What follows belongs to an exercise in optimizing a design on an open flow for small area; a production flow would make more cautious choices.
In this exercise RTL edits were held to simulation tests only and were not proved equivalent to the original.
Power and IR drop assume default switching activity.

== run B ==
==> flow/design.v <==
`default_nettype none
module fp_add (
    input  var logic        clk,
    input  var logic        rst,
    input  var logic        valid_i,
    input  var logic [31:0] num_a_i,
    input  var logic [31:0] num_b_i,
    output var logic [31:0] num_o,
    output var logic        valid_o
);
function automatic logic [24:0] add24(input logic [23:0] a, input logic [23:0] b, input logic ci);
    logic [23:0] g, p, gg, pp;
    logic [24:0] c;
    g  = a & b;
    p  = a ^ b;
    gg = g;
    pp = p;
    gg[0] = g[0] | (p[0] & ci);
    for (int d = 1; d < 24; d = d * 2)
        for (int i = 2 * d - 1; i < 24; i = i + 2 * d) begin
            gg[i] = gg[i] | (pp[i] & gg[i-d]);
            pp[i] = pp[i] & pp[i-d];
        end
    for (int d = 8; d >= 1; d = d / 2)
        for (int i = 3 * d - 1; i < 24; i = i + 2 * d) begin
            gg[i] = gg[i] | (pp[i] & gg[i-d]);
            pp[i] = pp[i] & pp[i-d];
        end
    c[0] = ci;
    for (int i = 0; i < 24; i++)
        c[i+1] = gg[i];
    add24 = { c[24], p ^ c[23:0] };
endfunction
function automatic logic [23:0] or_below(input logic [23:0] v);
    logic [23:0] o;
    o = v;
    for (int d = 1; d < 24; d = d * 2)
        for (int i = 2 * d - 1; i < 24; i = i + 2 * d)
            o[i] = o[i] | o[i-d];
    for (int d = 8; d >= 1; d = d / 2)
        for (int i = 3 * d - 1; i < 24; i = i + 2 * d)
            o[i] = o[i] | o[i-d];
    or_below = { o[22:0], 1'b0 };
endfunction
logic        sa, sb;
logic [7:0]  ea, eb, xa, xb;
logic        za, zb;
logic        a_big;        
logic [8:0]  dab;
logic [7:0]  dba, d;
logic        sat;
logic [23:0] ma, mb, my, my_sh;
always_comb begin
    sa = num_a_i[31];
    sb = num_b_i[31];
    ea = num_a_i[30:23];
    eb = num_b_i[30:23];
    za = ea == '0;
    zb = eb == '0;
    xa = { ea[7:1], ea[0] | za };
    xb = { eb[7:1], eb[0] | zb };
    ma = { ~za, num_a_i[22:0] };
    mb = { ~zb, num_b_i[22:0] };
    a_big = { xa, sb } > { xb, 1'b0 };
    dab = { 1'b0, xa } - { 1'b0, xb };
    dba = xb - xa;
    d   = dab[8] ? dba : dab[7:0];
    sat = d[7:5] != '0;    
    my    = a_big ? mb : ma;
    my_sh = my;
    if (d[0]) my_sh = { 1'b0, my_sh[23:1] };
    if (d[1]) my_sh = { 2'b0, my_sh[23:2] };
    if (d[2]) my_sh = { 4'b0, my_sh[23:4] };
    if (d[3]) my_sh = { 8'b0, my_sh[23:8] };
    if (d[4] | sat) my_sh = { 16'b0, my_sh[23:16] & {8{~sat}} };
end
logic        valid_p1;
logic        sx_p1;
logic        sub_p1;
logic [7:0]  h_p1;
logic [23:0] mx_p1;
logic [23:0] my_p1;
always_ff @(posedge clk) begin
    sx_p1  <= a_big ? sa : sb;
    sub_p1 <= sa ^ sb;
    h_p1   <= a_big ? xa : xb;
    mx_p1  <= a_big ? ma : mb;
    my_p1  <= my_sh;
end
always_ff @(posedge clk)
    if (rst)
        valid_p1 <= '0;
    else
        valid_p1 <= valid_i;
logic [24:0] sum;
logic        neg;          
logic [23:0] below;        
logic [23:0] r;
logic        cout;
logic        top;          
always_comb begin
    sum  = add24(mx_p1, my_p1 ^ {24{sub_p1}}, sub_p1);
    neg  = sub_p1 & ~sum[24];
    cout = sum[24] & ~sub_p1;
    top  = cout & (h_p1 == 8'd254);
    below = or_below(mx_p1 ^ my_p1);
    r = sum[23:0] ^ (below & {24{neg}});
end
logic [23:0] r_p2;
logic        c_p2;
logic        s_p2;
logic [7:0]  h1_p2;        
always_ff @(posedge clk) begin
    r_p2  <= r | {24{top}};
    c_p2  <= cout & ~top;
    s_p2  <= sx_p1 ^ neg;
    h1_p2 <= h_p1 + 8'd1;
end
always_ff @(posedge clk)
    if (rst)
        valid_o <= '0;
    else
        valid_o <= valid_p1;
logic [24:0] w, w_n;
logic [4:0]  lz;
logic        zero;
logic [7:0]  e_o;
always_comb begin
    w = { c_p2, r_p2 };
    lz = '0;
    for (int i = 0; i < 25; i++)
        if (w[i])
            lz = 5'(24 - i);
    zero = w == '0;
    w_n  = w;
    if (lz[4]) w_n = { w_n[8:0], 16'b0 };
    if (lz[3]) w_n = { w_n[16:0], 8'b0 };
    if (lz[2]) w_n = { w_n[20:0], 4'b0 };
    if (lz[1]) w_n = { w_n[22:0], 2'b0 };
    if (lz[0]) w_n = { w_n[23:0], 1'b0 };
    e_o  = zero ? 8'd0 : h1_p2 - 8'(lz);
    num_o = { s_p2, e_o, w_n[23:1] };
end
endmodule
`resetall
export LEC_CHECK = 0
export ABC_AREA = 1
export CAP_MARGIN = 20
export CORE_MARGIN = 2
export CORE_UTILIZATION = 40
export CTS_BUF_LIST = sky130_fd_sc_hd__clkbuf_8
export SLEW_MARGIN = 20
create_clock -name core_clock -period 4.7 [get_ports {clk}]
standard.sh (not shown) runs the stock make flow with config.mk's settings and CLKGATE_MAP_FILE= SYNTH_SCRIPT=/design/flow/synth_recipe.tcl, a recipe that flattens the netlist after the stock synthesis.
==> flow/flow/run.sh <==
#!/bin/bash
# Layout flow: the standard synthesis, then the combinational logic is
# re-mapped by ABC with an area-recovering script (flip-flops are kept as
# blackboxes, so every register keeps its name and cell), then the standard
# ORFS layout with plain buf_1 cells as the port buffers.
set -euo pipefail
here=$(pwd)
res=$here/orfs/results/$FLOW_PLATFORM/fp_add/base
log=$here/orfs/logs/$FLOW_PLATFORM/fp_add/base
lib=$FLOW_HOME/platforms/$FLOW_PLATFORM/lib/sky130_fd_sc_hd__tt_025C_1v80.lib

bash standard.sh synth > standard_synth.log 2>&1

# the same don't-use list the standard synthesis gave abc
dont_use=$(grep -o -- '-dont_use [A-Za-z0-9_]*' $log/1_2_yosys.log | sort -u | tr '\n' ' ')
cp $res/1_2_yosys.v $here/standard_1_2_yosys.v
cat > $here/remap.ys <<EOT
read_liberty -ignore_miss_func $lib
read_verilog $here/standard_1_2_yosys.v
hierarchy -top $FLOW_TOP
blackbox sky130_fd_sc_hd__df* sky130_fd_sc_hd__dl* sky130_fd_sc_hd__sdf* sky130_fd_sc_hd__edf*
flatten
opt_clean
techmap
opt -fast
abc -script $here/flow/remap.abc -liberty $lib $dont_use
opt_clean -purge
stat -liberty $lib
write_verilog -noattr -noexpr -nohex -nodec $res/1_2_yosys.v
EOT
yosys -l $here/remap.log -q $here/remap.ys > /dev/null 2>&1
rm -f $res/1_synth.odb $res/1_synth.sdc

export BUFFER_PORTS_ARGS="-buffer_cell sky130_fd_sc_hd__buf_1"
bash standard.sh > standard_finish.log 2>&1
==> flow/flow/remap.abc <==
&get -n
&st
&dch
&nf -p {D}
&put
buffer -c
topo
upsize -c
dnsize -c
Edits applied to the flow inputs when going from run B to run R:
-- flow/design.v --
<<< run B, line 32
    add24 = { c[24], p ^ c[23:0] };
endfunction
function automatic logic [23:0] or_below(input logic [23:0] v);
    logic [23:0] o;
    o = v;
    for (int d = 1; d < 24; d = d * 2)
        for (int i = 2 * d - 1; i < 24; i = i + 2 * d)
            o[i] = o[i] | o[i-d];
    for (int d = 8; d >= 1; d = d / 2)
        for (int i = 3 * d - 1; i < 24; i = i + 2 * d)
            o[i] = o[i] | o[i-d];
    or_below = { o[22:0], 1'b0 };
endfunction
logic        sa, sb;
logic [7:0]  ea, eb, xa, xb;
logic        za, zb;
logic        a_big;        
logic [8:0]  dab;
logic [7:0]  dba, d;
>>> run R, line 32
    add24 = { c[24], p ^ c[23:0] };
endfunction
logic        sa, sb;
logic [7:0]  ea, eb, xa, xb;
logic        za, zb;
logic        a_big;        
logic        b_first;      
logic [8:0]  dab;
logic [7:0]  dba, d;
<<< run B, line 62
    ma = { ~za, num_a_i[22:0] };
    mb = { ~zb, num_b_i[22:0] };
    a_big = { xa, sb } > { xb, 1'b0 };
    dab = { 1'b0, xa } - { 1'b0, xb };
    dba = xb - xa;
    d   = dab[8] ? dba : dab[7:0];
    sat = d[7:5] != '0;    
    my    = a_big ? mb : ma;
>>> run R, line 52
    ma = { ~za, num_a_i[22:0] };
    mb = { ~zb, num_b_i[22:0] };
    dab = { 1'b0, xa } - { 1'b0, xb };
    dba = xb - xa;
    a_big = ~dab[8];
    d   = dab[8] ? dba : dab[7:0];
    b_first = (xa == xb) && ({ ma, ~sa } < { mb, ~sb });
    sat = d[7:5] != '0;    
    my    = a_big ? mb : ma;
<<< run B, line 78
logic        sx_p1;
logic        sub_p1;
logic [7:0]  h_p1;
logic [23:0] mx_p1;
>>> run R, line 69
logic        sx_p1;
logic        sub_p1;
logic        bf_p1;
logic [7:0]  h_p1;
logic [23:0] mx_p1;
<<< run B, line 84
    sx_p1  <= a_big ? sa : sb;
    sub_p1 <= sa ^ sb;
    h_p1   <= a_big ? xa : xb;
    mx_p1  <= a_big ? ma : mb;
>>> run R, line 76
    sx_p1  <= a_big ? sa : sb;
    sub_p1 <= sa ^ sb;
    bf_p1  <= b_first;
    h_p1   <= a_big ? xa : xb;
    mx_p1  <= a_big ? ma : mb;
<<< run B, line 94
        valid_p1 <= valid_i;
logic [24:0] sum;
logic        neg;          
logic [23:0] below;        
logic [23:0] r;
logic        cout;
logic        top;          
always_comb begin
    sum  = add24(mx_p1, my_p1 ^ {24{sub_p1}}, sub_p1);
    neg  = sub_p1 & ~sum[24];
    cout = sum[24] & ~sub_p1;
    top  = cout & (h_p1 == 8'd254);
    below = or_below(mx_p1 ^ my_p1);
    r = sum[23:0] ^ (below & {24{neg}});
end
logic [23:0] r_p2;
>>> run R, line 87
        valid_p1 <= valid_i;
logic [24:0] sum;
logic        cout;
logic        top;          
always_comb begin
    sum  = add24(mx_p1 ^ {24{sub_p1 & bf_p1}}, my_p1 ^ {24{sub_p1 & ~bf_p1}}, sub_p1);
    cout = sum[24] & ~sub_p1;
    top  = cout & (h_p1 == 8'd254);
end
logic [23:0] r_p2;
<<< run B, line 112
logic [7:0]  h1_p2;        
always_ff @(posedge clk) begin
    r_p2  <= r | {24{top}};
    c_p2  <= cout & ~top;
    s_p2  <= sx_p1 ^ neg;
    h1_p2 <= h_p1 + 8'd1;
end
>>> run R, line 99
logic [7:0]  h1_p2;        
always_ff @(posedge clk) begin
    r_p2  <= sum[23:0] | {24{top}};
    c_p2  <= cout & ~top;
    s_p2  <= sx_p1 ^ (sub_p1 & bf_p1);
    h1_p2 <= h_p1 + 8'd1;
end
==> run summary <==
- Run R completed end to end with timing, DRC and antenna clean.
- Compared to run B, run R has clock period minus worst slack 0.084 ns lower.
- Number of tap cells inserted (lower): run B
- Against run B, run R reports a switching fraction of total power that is lower.
- For synthesized cell count, dividing the value from run B by the value from run R gives 0.948.
- Met3 layer usage reported by global route essentially unchanged between run R and run B.
- Between run R and run B, it is run R whose starting density of the core is lower, by 0.41 points.
- Looking at maximum clock frequency, run R sits 4.4 MHz higher than run B does.
- Run B has higher routed length on met2 than run R.
- Area of the die went up slightly going from run B to run R.
- Against run B, total power draw in run R fell slightly.
- Run R ends up with lower global-route met1 utilization than run B does.

-- port drivers added, routing unchanged --
The flow's constraints put no driver on any port. The routed layouts listed below were extracted and timed again, unchanged, in two steps.
Step 1 (the two cells are an assumption about what drives the block):
set clk [get_ports {clk}]
set_driving_cell -lib_cell sky130_fd_sc_hd__clkbuf_16 $clk
set_driving_cell -lib_cell sky130_fd_sc_hd__buf_2 [delete_from_list [all_inputs] $clk]
Step 2 also shifts input and output timing later by t, the mid clock arrival at the registers, as if the neighbouring blocks saw the same clock.
Slacks: ideal / step 1 / step 2; pairs: ideal / step 1.
| run | t (ns) | setup slack, ns | worst data-port slew with drivers (ns) | cell pins on the clock port's net |
|---|---|---|---|---|
| run B | 0.405 | 0.290 / 0.252 / 0.212 | 0.03 | 1 |
| run R | 0.394 | 0.374 / 0.374 / 0.073 | 0.03 | 1 |
After both steps setup and hold are still met in every run listed. For run R, which loses most, drivers alone change the setup slack by 0.000 ns; drivers and shift together by -0.301 ns.
